What follows belongs to an exercise in optimizing a design on an open flow for small area, a short achievable clock period and few clock cycles per item; a production flow would make more cautious choices. No run shown here included a check of the RTL's function; only the layout flow was run. No activity file was given, so power comes from the tool's default toggle rates.

==> flow/design.v, too long to show whole: its modules and the start of the top module <==
// module fp32_mul: 722 lines
// module rnd23: 11 lines
// module add8c: 4 lines
// module fa: 4 lines
// module fa1: 4 lines
// module ha: 4 lines
module fp32_mul (
    input  wire        clk,
    input  wire        rst,
    input  wire        in_valid,
    input  wire [31:0] op_a,
    input  wire [31:0] op_b,
    output reg         out_valid,
    output reg  [31:0] result
);
  // ...
==> flow/run.sh <==
#!/bin/bash
# synth_recipe.tcl (not shown) runs the flow's synth.tcl, then flattens the netlist and writes it again
# the make line also repeats each setting of config.mk as NAME=value (left out here)
make -C /OpenROAD-flow-scripts/flow DESIGN_CONFIG=/design/flow/config.mk WORK_HOME=/design/flow/orfs CLKGATE_MAP_FILE= SYNTH_SCRIPT=/design/flow/synth_recipe.tcl finish
==> flow/config.mk <==
export PLATFORM = sky130hd
export DESIGN_NAME = fp32_mul
export DESIGN_NICKNAME = fp32_mul
export VERILOG_FILES = /design/flow/design.v
export SDC_FILE = /design/flow/constraint.sdc
export NUM_CORES = 4
export LEC_CHECK = 0
export CAP_MARGIN = 20
export CORE_MARGIN = 2
export CORE_UTILIZATION = 40
export SLEW_MARGIN = 20
export SYNTH_HIERARCHICAL = 1
==> flow/constraint.sdc <==
create_clock -name core_clock -period 11.0 [get_ports {clk}]
set_input_delay 2.2000 -clock core_clock [delete_from_list [all_inputs] [get_ports {clk}]]
set_output_delay 2.2000 -clock core_clock [all_outputs]
set_load 0.01 [all_outputs]
==> impl_metrics.csv, run 1 <==
group,metric,value,unit
status,status,"complete, no violations",
worst_hold_path,worstHoldStart,"s2",
global_route,grtUsageMet3,0.0378,
cells_and_area,layout-drive-gt1-share,0.0640,
global_route,antenna_found_initial,0,
global_route,grt_use_total,0.233,
placed_design,portBuffers,99,
floorplan,start_util,0.404,
setup_path,rr_startpoint,"rq[11]",
logic_synthesis,ys_warn_count,7,
cells_and_area,final_cell_mix,"xnor2_1 (327), a22oi_1 (264), fa_1 (256)",
drt,drt-initial-drc-count,1450,
floorplan,core_area,52400,sq um
drt,drc,0,
clock_tree,cts_made_buffers,27,
clock_tree,cts_resized,0,
cells_and_area,buf_share,0.0576,
placed_design,gp_congestion,0.912,
setup_path,critPathTopFamily,"simple AND/OR/NAND/NOR gates",
logic_synthesis,synthCells,2129,
cells_and_area,final_common_cell,"xnor2_1",
drt,top_layer,"met4",
setup_path,reg2reg_to,"result[0]",
cells_and_area,seq_share,0.186,
worst_hold_path,min_path_type,"flop to flop",
setup_path,critPathCaptureType,"flop",
==> inputs of run 2 (changes only) <==
--- a/flow/design.v
+++ b/flow/design.v
@@ -671,44 +671,423 @@
   reg [7:0]  e2;
   always @(posedge clk) begin
     if (rst) v2 <= 1'b0; else v2 <= v1;
     s2 <= s1;
     q2 <= q1;
     e2 <= e1;
     rq <= {fc262, fs263, fc261, fs262, fc260, fs261, fc259, fs260, fc258, fs259, fc257, fs258, fc256, fs257, fc255, fs256, fc254, fs255, fc253, fs254, fc252, fs253, fc251, fs252, fc250, fs251, fc249, fs250, fc248, fs249, fc247, fs248, fc246, fs247, fc245, fs246, fc244, fs245, fc243, fs244, fc242, fs243, fc241, fs242, fc240, fs241, fc239, fs240, fc238, fs239, fc237, fs238, fc236, fs237, fc235, fs236, fc234, fs235, fc233, fs234, fc232, fs233, fc231, fs232, fc230, fs231, fc229, fs230, fc228, fs229, fc227, fs228, fc226, fs227, fc225, fs226, fc224, fs225, fc223, fs224, fc222, fs223, fc221, fs222, fc220, fs221, hc29, fs220, hc28, hs29, hs28, bp1[0], bp0[1], bp0[0], neg1[0]};
   end
-  wire z1, z2, z3, z4, z5, z6, z7, z8, z9, z10, z11, z12, z13, z14, z15, z16, z17, z18, z19, z20, z21, z22;
-  wire [47:0] xr = {rq[93], rq[91], rq[89], rq[87], rq[85], rq[83], rq[81], rq[79], rq[77], rq[75], rq[73], rq[71], rq[69], rq[67], rq[65], rq[63], rq[61], rq[59], rq[57], rq[55], rq[53], rq[51], rq[49], rq[47], rq[45], rq[43], rq[41], rq[39], rq[37], rq[35], rq[33], rq[31], rq[29], rq[27], rq[25], rq[23], rq[21], rq[19], rq[17], rq[15], rq[13], rq[11], rq[9], rq[7], rq[5], rq[3], rq[2], rq[0]};
-  wire [47:0] yr = {rq[94], rq[92], rq[90], rq[88], rq[86], rq[84], rq[82], rq[80], rq[78], rq[76], rq[74], rq[72], rq[70], rq[68], rq[66], rq[64], rq[62], rq[60], rq[58], rq[56], rq[54], rq[52], rq[50], rq[48], rq[46], rq[44], rq[42], rq[40], rq[38], rq[36], rq[34], rq[32], rq[30], rq[28], rq[26], rq[24], rq[22], rq[20], rq[18], rq[16], rq[14], rq[12], rq[10], rq[8], rq[6], rq[4], 1'b0, rq[1]};
-  wire [47:0] psum = xr + yr;
-  wire [25:0] h = psum[47:22];
-  assign z1 = rq[0] ^ rq[1];
-  assign z2 = (rq[2] ^ 1'b0) ^ (rq[0] | rq[1]);
-  assign z3 = (rq[3] ^ rq[4]) ^ (rq[2] | 1'b0);
-  assign z4 = (rq[5] ^ rq[6]) ^ (rq[3] | rq[4]);
-  assign z5 = (rq[7] ^ rq[8]) ^ (rq[5] | rq[6]);
-  assign z6 = (rq[9] ^ rq[10]) ^ (rq[7] | rq[8]);
-  assign z7 = (rq[11] ^ rq[12]) ^ (rq[9] | rq[10]);
-  assign z8 = (rq[13] ^ rq[14]) ^ (rq[11] | rq[12]);
-  assign z9 = (rq[15] ^ rq[16]) ^ (rq[13] | rq[14]);
-  assign z10 = (rq[17] ^ rq[18]) ^ (rq[15] | rq[16]);
-  assign z11 = (rq[19] ^ rq[20]) ^ (rq[17] | rq[18]);
-  assign z12 = (rq[21] ^ rq[22]) ^ (rq[19] | rq[20]);
-  assign z13 = (rq[23] ^ rq[24]) ^ (rq[21] | rq[22]);
-  assign z14 = (rq[25] ^ rq[26]) ^ (rq[23] | rq[24]);
-  assign z15 = (rq[27] ^ rq[28]) ^ (rq[25] | rq[26]);
-  assign z16 = (rq[29] ^ rq[30]) ^ (rq[27] | rq[28]);
-  assign z17 = (rq[31] ^ rq[32]) ^ (rq[29] | rq[30]);
-  assign z18 = (rq[33] ^ rq[34]) ^ (rq[31] | rq[32]);
-  assign z19 = (rq[35] ^ rq[36]) ^ (rq[33] | rq[34]);
-  assign z20 = (rq[37] ^ rq[38]) ^ (rq[35] | rq[36]);
-  assign z21 = (rq[39] ^ rq[40]) ^ (rq[37] | rq[38]);
-  assign z22 = (rq[41] ^ rq[42]) ^ (rq[39] | rq[40]);
-  wire sticky = z1 | z2 | z3 | z4 | z5 | z6 | z7 | z8 | z9 | z10 | z11 | z12 | z13 | z14 | z15 | z16 | z17 | z18 | z19 | z20 | z21 | z22;
+  wire gg1, pp2, gg3, pp4, gg5, pp6, gg7, pp8, gg9, pp10, gg11, pp12, gg13, pp14, gg15, pp16, gg17, pp18, gg19, pp20, gg21, pp22, gg23, pp24, gg25, pp26, gg27, pp28, gg29, pp30, gg31, pp32, gg33, pp34, gg35, pp36, gg37, pp38, gg39, pp40, gg41, pp42, gg43, pp44, gg45, pp46, gg47, pp48, gg49, pp50, gg51, pp52, gg53, pp54, gg55, pp56, gg57, pp58, gg59, pp60, gg61, pp62, gg63, pp64, gg65, pp66, gg67, pp68, gg69, pp70, gg71, pp72, gg73, pp74, gg75, pp76, gg77, pp78, gg79, pp80, gg81, pp82, gg83, pp84, gg85, pp86, gg87, pp88, gg89, pp90, gg91, pp92, gg93, pp94, gg95, pp96, g97, p98, g99, p100, g101, p102, g103, p104, g105, p106, g107, p108, g109, p110, g111, p112, g113, p114, g115, p116, g117, p118, g119, p120, g121, p122, g123, p124, g125, p126, g127, p128, g129, p130, g131, p132, g133, p134, g135, p136, g137, p138, g139, p140, g141, p142, g143, p144, g145, p146, g147, p148, g149, p150, g151, p152, g153, p154, g155, p156, g157, p158, g159, p160, g161, p162, g163, p164, g165, p166, g167, p168, g169, p170, g171, p172, g173, p174, g175, p176, g177, p178, g179, p180, g181, p182, g183, p184, g185, p186, g187, p188, g189, p190, g191, p192, g193, p194, g195, p196, g197, p198, g199, p200, g201, p202, g203, p204, g205, p206, g207, p208, g209, p210, g211, p212, g213, p214, g215, p216, g217, p218, g219, p220, g221, p222, g223, p224, g225, p226, g227, p228, g229, p230, g231, p232, g233, p234, g235, p236, g237, p238, g239, p240, g241, p242, g243, p244, g245, p246, g247, p248, g249, p250, g251, p252, g253, p254, g255, p256, g257, p258, g259, p260, g261, p262, g263, p264, g265, p266, g267, p268, g269, p270, g271, p272, g273, p274, g275, p276, g277, p278, g279, p280, g281, p282, g283, p284, g285, p286, g287, p288, g289, p290, g291, p292, g293, p294, g295, p296, g297, p298, g299, p300, g301, p302, g303, p304, g305, p306, g307, p308, g309, p310, g311, p312, g313, p314, g315, p316, g317, p318, g319, p320, g321, p322, g323, p324, g325, p326, g327, p328, g329, p330, g331, p332, g333, p334, g335, p336, g337, p338, g339, p340, g341, p342, g343, p344, g345, p346, g347, p348, g349, p350, g351, p352, g353, p354, g355, p356, z357, z358, z359, z360, z361, z362, z363, z364, z365, z366, z367, z368, z369, z370, z371, z372, z373, z374, z375, z376, z377, z378;
+  assign gg1 = rq[0] & rq[1];
+  assign pp2 = rq[0] ^ rq[1];
+  assign gg3 = rq[2] & 1'b0;
+  assign pp4 = rq[2] ^ 1'b0;
+  assign gg5 = rq[3] & rq[4];
+  assign pp6 = rq[3] ^ rq[4];
+  assign gg7 = rq[5] & rq[6];
+  assign pp8 = rq[5] ^ rq[6];
+  assign gg9 = rq[7] & rq[8];
+  assign pp10 = rq[7] ^ rq[8];
+  assign gg11 = rq[9] & rq[10];
+  assign pp12 = rq[9] ^ rq[10];
+  assign gg13 = rq[11] & rq[12];
+  assign pp14 = rq[11] ^ rq[12];
+  assign gg15 = rq[13] & rq[14];
+  assign pp16 = rq[13] ^ rq[14];
+  assign gg17 = rq[15] & rq[16];
+  assign pp18 = rq[15] ^ rq[16];
+  assign gg19 = rq[17] & rq[18];
+  assign pp20 = rq[17] ^ rq[18];
+  assign gg21 = rq[19] & rq[20];
+  assign pp22 = rq[19] ^ rq[20];
+  assign gg23 = rq[21] & rq[22];
+  assign pp24 = rq[21] ^ rq[22];
+  assign gg25 = rq[23] & rq[24];
+  assign pp26 = rq[23] ^ rq[24];
+  assign gg27 = rq[25] & rq[26];
+  assign pp28 = rq[25] ^ rq[26];
+  assign gg29 = rq[27] & rq[28];
+  assign pp30 = rq[27] ^ rq[28];
+  assign gg31 = rq[29] & rq[30];
+  assign pp32 = rq[29] ^ rq[30];
+  assign gg33 = rq[31] & rq[32];
+  assign pp34 = rq[31] ^ rq[32];
+  assign gg35 = rq[33] & rq[34];
+  assign pp36 = rq[33] ^ rq[34];
+  assign gg37 = rq[35] & rq[36];
+  assign pp38 = rq[35] ^ rq[36];
+  assign gg39 = rq[37] & rq[38];
+  assign pp40 = rq[37] ^ rq[38];
+  assign gg41 = rq[39] & rq[40];
+  assign pp42 = rq[39] ^ rq[40];
+  assign gg43 = rq[41] & rq[42];
+  assign pp44 = rq[41] ^ rq[42];
+  assign gg45 = rq[43] & rq[44];
+  assign pp46 = rq[43] ^ rq[44];
+  assign gg47 = rq[45] & rq[46];
+  assign pp48 = rq[45] ^ rq[46];
+  assign gg49 = rq[47] & rq[48];
+  assign pp50 = rq[47] ^ rq[48];
+  assign gg51 = rq[49] & rq[50];
+  assign pp52 = rq[49] ^ rq[50];
+  assign gg53 = rq[51] & rq[52];
+  assign pp54 = rq[51] ^ rq[52];
+  assign gg55 = rq[53] & rq[54];
+  assign pp56 = rq[53] ^ rq[54];
+  assign gg57 = rq[55] & rq[56];
+  assign pp58 = rq[55] ^ rq[56];
+  assign gg59 = rq[57] & rq[58];
+  assign pp60 = rq[57] ^ rq[58];
+  assign gg61 = rq[59] & rq[60];
+  assign pp62 = rq[59] ^ rq[60];
+  assign gg63 = rq[61] & rq[62];
+  assign pp64 = rq[61] ^ rq[62];
+  assign gg65 = rq[63] & rq[64];
+  assign pp66 = rq[63] ^ rq[64];
+  assign gg67 = rq[65] & rq[66];
+  assign pp68 = rq[65] ^ rq[66];
+  assign gg69 = rq[67] & rq[68];
+  assign pp70 = rq[67] ^ rq[68];
+  assign gg71 = rq[69] & rq[70];
+  assign pp72 = rq[69] ^ rq[70];
+  assign gg73 = rq[71] & rq[72];
+  assign pp74 = rq[71] ^ rq[72];
+  assign gg75 = rq[73] & rq[74];
+  assign pp76 = rq[73] ^ rq[74];
+  assign gg77 = rq[75] & rq[76];
+  assign pp78 = rq[75] ^ rq[76];
+  assign gg79 = rq[77] & rq[78];
+  assign pp80 = rq[77] ^ rq[78];
+  assign gg81 = rq[79] & rq[80];
+  assign pp82 = rq[79] ^ rq[80];
+  assign gg83 = rq[81] & rq[82];
+  assign pp84 = rq[81] ^ rq[82];
+  assign gg85 = rq[83] & rq[84];
+  assign pp86 = rq[83] ^ rq[84];
+  assign gg87 = rq[85] & rq[86];
+  assign pp88 = rq[85] ^ rq[86];
+  assign gg89 = rq[87] & rq[88];
+  assign pp90 = rq[87] ^ rq[88];
+  assign gg91 = rq[89] & rq[90];
+  assign pp92 = rq[89] ^ rq[90];
+  assign gg93 = rq[91] & rq[92];
+  assign pp94 = rq[91] ^ rq[92];
+  assign gg95 = rq[93] & rq[94];
+  assign pp96 = rq[93] ^ rq[94];
+  assign g97 = gg1 | (pp2 & 1'b0);
+  assign p98 = pp2 & 1'b0;
+  assign g99 = gg5 | (pp6 & gg3);
+  assign p100 = pp6 & pp4;
+  assign g101 = gg9 | (pp10 & gg7);
+  assign p102 = pp10 & pp8;
+  assign g103 = gg13 | (pp14 & gg11);
+  assign p104 = pp14 & pp12;
+  assign g105 = gg17 | (pp18 & gg15);
+  assign p106 = pp18 & pp16;
+  assign g107 = gg21 | (pp22 & gg19);
+  assign p108 = pp22 & pp20;
+  assign g109 = gg25 | (pp26 & gg23);
+  assign p110 = pp26 & pp24;
+  assign g111 = gg29 | (pp30 & gg27);
+  assign p112 = pp30 & pp28;
+  assign g113 = gg33 | (pp34 & gg31);
+  assign p114 = pp34 & pp32;
+  assign g115 = gg37 | (pp38 & gg35);
+  assign p116 = pp38 & pp36;
+  assign g117 = gg41 | (pp42 & gg39);
+  assign p118 = pp42 & pp40;
+  assign g119 = gg45 | (pp46 & gg43);
+  assign p120 = pp46 & pp44;
+  assign g121 = gg49 | (pp50 & gg47);
+  assign p122 = pp50 & pp48;
+  assign g123 = gg53 | (pp54 & gg51);
+  assign p124 = pp54 & pp52;
+  assign g125 = gg57 | (pp58 & gg55);
+  assign p126 = pp58 & pp56;
+  assign g127 = gg61 | (pp62 & gg59);
+  assign p128 = pp62 & pp60;
+  assign g129 = gg65 | (pp66 & gg63);
+  assign p130 = pp66 & pp64;
+  assign g131 = gg69 | (pp70 & gg67);
+  assign p132 = pp70 & pp68;
+  assign g133 = gg73 | (pp74 & gg71);
+  assign p134 = pp74 & pp72;
+  assign g135 = gg77 | (pp78 & gg75);
+  assign p136 = pp78 & pp76;
+  assign g137 = gg81 | (pp82 & gg79);
+  assign p138 = pp82 & pp80;
+  assign g139 = gg85 | (pp86 & gg83);
+  assign p140 = pp86 & pp84;
+  assign g141 = gg89 | (pp90 & gg87);
+  assign p142 = pp90 & pp88;
+  assign g143 = gg93 | (pp94 & gg91);
+  assign p144 = pp94 & pp92;
+  assign g145 = gg3 | (pp4 & g97);
+  assign p146 = pp4 & p98;
+  assign g147 = g99 | (p100 & g97);
+  assign p148 = p100 & p98;
+  assign g149 = gg11 | (pp12 & g101);
+  assign p150 = pp12 & p102;
+  assign g151 = g103 | (p104 & g101);
+  assign p152 = p104 & p102;
+  assign g153 = gg19 | (pp20 & g105);
+  assign p154 = pp20 & p106;
+  assign g155 = g107 | (p108 & g105);
+  assign p156 = p108 & p106;
+  assign g157 = gg27 | (pp28 & g109);
+  assign p158 = pp28 & p110;
+  assign g159 = g111 | (p112 & g109);
+  assign p160 = p112 & p110;
+  assign g161 = gg35 | (pp36 & g113);
+  assign p162 = pp36 & p114;
+  assign g163 = g115 | (p116 & g113);
+  assign p164 = p116 & p114;
+  assign g165 = gg43 | (pp44 & g117);
+  assign p166 = pp44 & p118;
+  assign g167 = g119 | (p120 & g117);
+  assign p168 = p120 & p118;
+  assign g169 = gg51 | (pp52 & g121);
+  assign p170 = pp52 & p122;
+  assign g171 = g123 | (p124 & g121);
+  assign p172 = p124 & p122;
+  assign g173 = gg59 | (pp60 & g125);
+  assign p174 = pp60 & p126;
+  assign g175 = g127 | (p128 & g125);
+  assign p176 = p128 & p126;
+  assign g177 = gg67 | (pp68 & g129);
+  assign p178 = pp68 & p130;
+  assign g179 = g131 | (p132 & g129);
+  assign p180 = p132 & p130;
+  assign g181 = gg75 | (pp76 & g133);
+  assign p182 = pp76 & p134;
+  assign g183 = g135 | (p136 & g133);
+  assign p184 = p136 & p134;
+  assign g185 = gg83 | (pp84 & g137);
+  assign p186 = pp84 & p138;
+  assign g187 = g139 | (p140 & g137);
+  assign p188 = p140 & p138;
+  assign g189 = gg91 | (pp92 & g141);
+  assign p190 = pp92 & p142;
+  assign g191 = g143 | (p144 & g141);
+  assign p192 = p144 & p142;
+  assign g193 = gg7 | (pp8 & g147);
+  assign p194 = pp8 & p148;
+  assign g195 = g101 | (p102 & g147);
+  assign p196 = p102 & p148;
+  assign g197 = g149 | (p150 & g147);
+  assign p198 = p150 & p148;
+  assign g199 = g151 | (p152 & g147);
+  assign p200 = p152 & p148;
+  assign g201 = gg23 | (pp24 & g155);
+  assign p202 = pp24 & p156;
+  assign g203 = g109 | (p110 & g155);
+  assign p204 = p110 & p156;
+  assign g205 = g157 | (p158 & g155);
+  assign p206 = p158 & p156;
+  assign g207 = g159 | (p160 & g155);
+  assign p208 = p160 & p156;
+  assign g209 = gg39 | (pp40 & g163);
+  assign p210 = pp40 & p164;
+  assign g211 = g117 | (p118 & g163);
+  assign p212 = p118 & p164;
+  assign g213 = g165 | (p166 & g163);
+  assign p214 = p166 & p164;
+  assign g215 = g167 | (p168 & g163);
+  assign p216 = p168 & p164;
+  assign g217 = gg55 | (pp56 & g171);
+  assign p218 = pp56 & p172;
+  assign g219 = g125 | (p126 & g171);
+  assign p220 = p126 & p172;
+  assign g221 = g173 | (p174 & g171);
+  assign p222 = p174 & p172;
+  assign g223 = g175 | (p176 & g171);
+  assign p224 = p176 & p172;
+  assign g225 = gg71 | (pp72 & g179);
+  assign p226 = pp72 & p180;
+  assign g227 = g133 | (p134 & g179);
+  assign p228 = p134 & p180;
+  assign g229 = g181 | (p182 & g179);
+  assign p230 = p182 & p180;
+  assign g231 = g183 | (p184 & g179);
+  assign p232 = p184 & p180;
+  assign g233 = gg87 | (pp88 & g187);
+  assign p234 = pp88 & p188;
+  assign g235 = g141 | (p142 & g187);
+  assign p236 = p142 & p188;
+  assign g237 = g189 | (p190 & g187);
+  assign p238 = p190 & p188;
+  assign g239 = g191 | (p192 & g187);
+  assign p240 = p192 & p188;
+  assign g241 = gg15 | (pp16 & g199);
+  assign p242 = pp16 & p200;
+  assign g243 = g105 | (p106 & g199);
+  assign p244 = p106 & p200;
+  assign g245 = g153 | (p154 & g199);
+  assign p246 = p154 & p200;
+  assign g247 = g155 | (p156 & g199);
+  assign p248 = p156 & p200;
+  assign g249 = g201 | (p202 & g199);
+  assign p250 = p202 & p200;
+  assign g251 = g203 | (p204 & g199);
+  assign p252 = p204 & p200;
+  assign g253 = g205 | (p206 & g199);
+  assign p254 = p206 & p200;
+  assign g255 = g207 | (p208 & g199);
+  assign p256 = p208 & p200;
+  assign g257 = gg47 | (pp48 & g215);
+  assign p258 = pp48 & p216;
+  assign g259 = g121 | (p122 & g215);
+  assign p260 = p122 & p216;
+  assign g261 = g169 | (p170 & g215);
+  assign p262 = p170 & p216;
+  assign g263 = g171 | (p172 & g215);
+  assign p264 = p172 & p216;
+  assign g265 = g217 | (p218 & g215);
+  assign p266 = p218 & p216;
+  assign g267 = g219 | (p220 & g215);
+  assign p268 = p220 & p216;
+  assign g269 = g221 | (p222 & g215);
+  assign p270 = p222 & p216;
+  assign g271 = g223 | (p224 & g215);
+  assign p272 = p224 & p216;
+  assign g273 = gg79 | (pp80 & g231);
+  assign p274 = pp80 & p232;
+  assign g275 = g137 | (p138 & g231);
+  assign p276 = p138 & p232;
+  assign g277 = g185 | (p186 & g231);
+  assign p278 = p186 & p232;
+  assign g279 = g187 | (p188 & g231);
+  assign p280 = p188 & p232;
+  assign g281 = g233 | (p234 & g231);
+  assign p282 = p234 & p232;
+  assign g283 = g235 | (p236 & g231);
+  assign p284 = p236 & p232;
+  assign g285 = g237 | (p238 & g231);
+  assign p286 = p238 & p232;
+  assign g287 = g239 | (p240 & g231);
+  assign p288 = p240 & p232;
+  assign g289 = gg31 | (pp32 & g255);
+  assign p290 = pp32 & p256;
+  assign g291 = g113 | (p114 & g255);
+  assign p292 = p114 & p256;
+  assign g293 = g161 | (p162 & g255);
+  assign p294 = p162 & p256;
+  assign g295 = g163 | (p164 & g255);
+  assign p296 = p164 & p256;
+  assign g297 = g209 | (p210 & g255);
+  assign p298 = p210 & p256;
+  assign g299 = g211 | (p212 & g255);
+  assign p300 = p212 & p256;
+  assign g301 = g213 | (p214 & g255);
+  assign p302 = p214 & p256;
+  assign g303 = g215 | (p216 & g255);
+  assign p304 = p216 & p256;
+  assign g305 = g257 | (p258 & g255);
+  assign p306 = p258 & p256;
+  assign g307 = g259 | (p260 & g255);
+  assign p308 = p260 & p256;
+  assign g309 = g261 | (p262 & g255);
+  assign p310 = p262 & p256;
+  assign g311 = g263 | (p264 & g255);
+  assign p312 = p264 & p256;
+  assign g313 = g265 | (p266 & g255);
+  assign p314 = p266 & p256;
+  assign g315 = g267 | (p268 & g255);
+  assign p316 = p268 & p256;
+  assign g317 = g269 | (p270 & g255);
+  assign p318 = p270 & p256;
+  assign g319 = g271 | (p272 & g255);
+  assign p320 = p272 & p256;
+  assign g321 = gg95 | (pp96 & g287);
+  assign p322 = pp96 & p288;
+  assign g323 = gg63 | (pp64 & g319);
+  assign p324 = pp64 & p320;
+  assign g325 = g129 | (p130 & g319);
+  assign p326 = p130 & p320;
+  assign g327 = g177 | (p178 & g319);
+  assign p328 = p178 & p320;
+  assign g329 = g179 | (p180 & g319);
+  assign p330 = p180 & p320;
+  assign g331 = g225 | (p226 & g319);
+  assign p332 = p226 & p320;
+  assign g333 = g227 | (p228 & g319);
+  assign p334 = p228 & p320;
+  assign g335 = g229 | (p230 & g319);
+  assign p336 = p230 & p320;
+  assign g337 = g231 | (p232 & g319);
+  assign p338 = p232 & p320;
+  assign g339 = g273 | (p274 & g319);
+  assign p340 = p274 & p320;
+  assign g341 = g275 | (p276 & g319);
+  assign p342 = p276 & p320;
+  assign g343 = g277 | (p278 & g319);
+  assign p344 = p278 & p320;
+  assign g345 = g279 | (p280 & g319);
+  assign p346 = p280 & p320;
+  assign g347 = g281 | (p282 & g319);
+  assign p348 = p282 & p320;
+  assign g349 = g283 | (p284 & g319);
+  assign p350 = p284 & p320;
+  assign g351 = g285 | (p286 & g319);
+  assign p352 = p286 & p320;
+  assign g353 = g287 | (p288 & g319);
+  assign p354 = p288 & p320;
+  assign g355 = g321 | (p322 & g319);
+  assign p356 = p322 & p320;
+  wire [25:0] h;
+  assign h[0] = pp46 ^ g301;
+  assign h[1] = pp48 ^ g303;
+  assign h[2] = pp50 ^ g305;
+  assign h[3] = pp52 ^ g307;
+  assign h[4] = pp54 ^ g309;
+  assign h[5] = pp56 ^ g311;
+  assign h[6] = pp58 ^ g313;
+  assign h[7] = pp60 ^ g315;
+  assign h[8] = pp62 ^ g317;
+  assign h[9] = pp64 ^ g319;
+  assign h[10] = pp66 ^ g323;
+  assign h[11] = pp68 ^ g325;
+  assign h[12] = pp70 ^ g327;
+  assign h[13] = pp72 ^ g329;
+  assign h[14] = pp74 ^ g331;
+  assign h[15] = pp76 ^ g333;
+  assign h[16] = pp78 ^ g335;
+  assign h[17] = pp80 ^ g337;
+  assign h[18] = pp82 ^ g339;
+  assign h[19] = pp84 ^ g341;
+  assign h[20] = pp86 ^ g343;
+  assign h[21] = pp88 ^ g345;
+  assign h[22] = pp90 ^ g347;
+  assign h[23] = pp92 ^ g349;
+  assign h[24] = pp94 ^ g351;
+  assign h[25] = pp96 ^ g353;
+  assign z357 = rq[0] ^ rq[1];
+  assign z358 = (rq[2] ^ 1'b0) ^ (rq[0] | rq[1]);
+  assign z359 = (rq[3] ^ rq[4]) ^ (rq[2] | 1'b0);
+  assign z360 = (rq[5] ^ rq[6]) ^ (rq[3] | rq[4]);
+  assign z361 = (rq[7] ^ rq[8]) ^ (rq[5] | rq[6]);
+  assign z362 = (rq[9] ^ rq[10]) ^ (rq[7] | rq[8]);
+  assign z363 = (rq[11] ^ rq[12]) ^ (rq[9] | rq[10]);
+  assign z364 = (rq[13] ^ rq[14]) ^ (rq[11] | rq[12]);
+  assign z365 = (rq[15] ^ rq[16]) ^ (rq[13] | rq[14]);
+  assign z366 = (rq[17] ^ rq[18]) ^ (rq[15] | rq[16]);
+  assign z367 = (rq[19] ^ rq[20]) ^ (rq[17] | rq[18]);
+  assign z368 = (rq[21] ^ rq[22]) ^ (rq[19] | rq[20]);
+  assign z369 = (rq[23] ^ rq[24]) ^ (rq[21] | rq[22]);
+  assign z370 = (rq[25] ^ rq[26]) ^ (rq[23] | rq[24]);
+  assign z371 = (rq[27] ^ rq[28]) ^ (rq[25] | rq[26]);
+  assign z372 = (rq[29] ^ rq[30]) ^ (rq[27] | rq[28]);
+  assign z373 = (rq[31] ^ rq[32]) ^ (rq[29] | rq[30]);
+  assign z374 = (rq[33] ^ rq[34]) ^ (rq[31] | rq[32]);
+  assign z375 = (rq[35] ^ rq[36]) ^ (rq[33] | rq[34]);
+  assign z376 = (rq[37] ^ rq[38]) ^ (rq[35] | rq[36]);
+  assign z377 = (rq[39] ^ rq[40]) ^ (rq[37] | rq[38]);
+  assign z378 = (rq[41] ^ rq[42]) ^ (rq[39] | rq[40]);
+  wire sticky = z357 | z358 | z359 | z360 | z361 | z362 | z363 | z364 | z365 | z366 | z367 | z368 | z369 | z370 | z371 | z372 | z373 | z374 | z375 | z376 | z377 | z378;
   wire [22:0] f0 = h[23:1];
   wire [22:0] f1 = h[24:2];
   wire i0 = h[0] & (sticky | h[1]);
   wire i1 = h[1] & (sticky | h[2]);
   wire [22:0] r0, r1;
   rnd23 u_r0 (.f(f0), .inc(i0), .r(r0));
   rnd23 u_r1 (.f(f1), .inc(i1), .r(r1));
   wire p47 = h[25];
==> run 2 against run 1 <==
Against the previous run: combinational power fell by 7.1%; highest routed layer unchanged; still clean on timing, DRC and antenna; non-clock buffer count increased by 5; largest power group unchanged; setup slack gained 0.27 ns.
==> impl_metrics.csv, run 2 <==
group,metric,value,unit
clock_tree,clk_pin_slew,0.06,ns
drt,viasPerCell,5.67,
cells_and_area,final_nets,2528,
logic_synthesis,synth_area,20700,sq um
setup_path,worstPathMaxFanout,17,
sta,final_hold_viol_count,0,
sta,maxSlewViolCount,0,
floorplan,start_util,0.404,
clock_tree,clkLatencyLatePin,0.58,ns
global_route,grt_use_total,0.223,
power,ir_drop,174,uV
clock_tree,cts_tree,"done",
drt,firstDrtPassIters,6,
placed_design,gp_congestion,0.894,
setup_path,cp-start-kind,"flop",
flow_run,max-cap-violations,0,
cells_and_area,fin_cells,2774,
worst_hold_path,whs_path_depth,0,
drt,drt-initial-drc-count,1465,
sta,relSlewSlack,0.209,
floorplan,core_area,51300,sq um
cells_and_area,multi_input_area,15200,sq um
sta,worst_pin_slew,1.19,ns
placed_design,portBuffers,99,
placed_design,pre_cts_ws,6.09,ns
clock_tree,cts_made_buffers,26,
clock_tree,hold_buffers,0,
setup_path,max_stage_delay,0.59,ns
drt,routed-via-count,15700,
cells_and_area,finish.instance_area,23200,sq um
setup_path,crit_chain,"inv_1 > ha_1 > ha_1 > a211oi_1 > nor2_1 > o2111ai_1 > nand2_1 > o21ai_0 > nand2b_1 > xor2_1 > o21a_1 > and4_1 > and3_1 > nand4_1 > nand2b_1 > mux2_2",
floorplan,io_pins,100,
sta,final.setup.tns,0,ns
sta,period_needed,4.82,ns
sta,final.period_utilization,0.438,
setup_path,reg2reg_slack,6.18,ns
placed_design,dp_hpwl,39800,um
global_route,grt_pass1_vias,16700,
placed_design,post_dp_cell_area,22300,sq um
cells_and_area,reg.largest.list,"rq: 95 flops, result: 32 flops, fa1: 23 flops",
global_route,grt_pass1_wl,93900,um
clock_tree,cts_buffer_depth,3,
cells_and_area,final_cell_mix,"xnor2_1 (330), a22oi_1 (265), fa_1 (257)",
cells_and_area,largest_reg_flops,95,
clock_tree,cts_setup_buffers,0,
cells_and_area,final_common_cell,"xnor2_1",
sta,fmax,0.208,GHz
setup_path,worstPathArrival,5.33,ns
sta,setup_viol,0,
setup_path,reg2reg_depth,16,
drt,ant_nets,0,
setup_path,required,11.52,ns
drt,drc,0,
logic_synthesis,synthCells,2049,
floorplan,dieArea,53600,sq um
drt,wl_per_cell,21.5,um
clock_tree,cts_resized,0,
status,status,"complete, no violations",
setup_path,critPathCaptureType,"flop",
cells_and_area,layout-drive-gt1-share,0.0654,
sta,clock_skew,0.0366,ns
clock_tree,root_buffer,"clkbuf_16",
global_route,grt_overflow_total,0,
floorplan,rows,83,
setup_path,cp_slowest_cell,"and3_1",
logic_synthesis,avgSynthCellArea,10.1,sq um
cells_and_area,n_antenna_cell,0,
cells_and_area,regArea,4410,sq um
global_route,antenna_found_initial,0,
clock_tree,ctsHtreeMaxLevel,1,
logic_synthesis,ys_warn_count,7,
placed_design,dp.cells,2727,
global_route,grt_max_degree,30,
worst_hold_path,min_path_type,"flop to flop",
setup_path,worstSetupPathType,"flop to flop",
cells_and_area,fillers,4892,
drt,wl,59800,um
power,p_per_area,355,nW/um^2
power,p_leak,9.12,nW
floorplan,die_w,232,um
sta,worst_slack,6.18,ns
floorplan,die_h,232,um
logic_synthesis,synth_nets,2502,
sta,rsz0062_at_grt,"no",
clock_tree,cts.sink_count,220,
cells_and_area,synthToLayoutAreaGrowth,11.8,%
cells_and_area,largest_register,"rq",
run 2: final cells by class:
type	count	area share
tap	680	0.0367
inverter	114	0.0185
sequential	220	0.190
clock inverter	12	0.00502
clock buffer	35	0.0317
timing repair buffer	154	0.0606
multi-input combinational	1559	0.657
run 2: worst paths after layout:
kind                to  start
min                 s2     s1
min reg2reg         s2     s1
max          result[0]  rq[4]
max reg2reg  result[0]  rq[4]
run 2: stage by stage:
step | utilization | hold slack [ns] | power [mW]
after floorplan | - | 0.310 | 5.69
after global placement | 0.435 | 0.318 | 7.24
after detailed placement | 0.435 | 0.316 | 7.39
after CTS | 0.451 | 0.330 | 8.27
after global routing | 0.452 | 0.346 | 9.07
final | 0.452 | 0.329 | 8.22
run 2: routing by layer:
layer	track usage	share of wire	routed length, um
met5	0	0	0
met4	0.0783	0.032	1900
met2	0.361	0.45	27000
met3	0.0481	0.10	6190
met1	0.294	0.41	24600
run 2: report_power, final:
group | switching (mW) | internal [mW] | leakage [nW]
Clock | 0.359 | 0.494 | 0.415
Combinational | 3.28 | 2.78 | 6.85
Sequential | 0.130 | 1.18 | 1.85
run 2: critical path: cells and delay by family (launching register included):
kind | cells | cell delay, ns
simple gates | 7 | 2.17
compound gates | 4 | 1.15
fa+ha+maj | 2 | 0.45
xor+xnor | 1 | 0.42
flops | 1 | 0.34
mux | 1 | 0.18
buf+inv | 1 | 0.05

[static timing again, ports no longer ideal]
In the flow no input, the clock included, has a driving cell. The finished layouts below were timed again as built, in two steps.
Step 1, drivers: a clkbuf_16 drives clk and a buf_2 each remaining input, both assumed.
Step 2 moves the port delays by t, midway between the first and last clock arrival at a register: inputs arrive t later, outputs are due t later. That takes back most of the time a late clock gives input paths.
Slacks: ideal / step 1 / step 2; pairs: ideal / step 1.
| run | t (ns) | slack for setup (ns) | worst setup path at the end |
|---|---|---|---|
| run 1 | 0.617 | 5.911 / 5.911 / 5.911 | register to register |
| run 2 | 0.614 | 6.184 / 6.184 / 6.184 | register to register |
After both steps setup and hold are still met in every run listed.
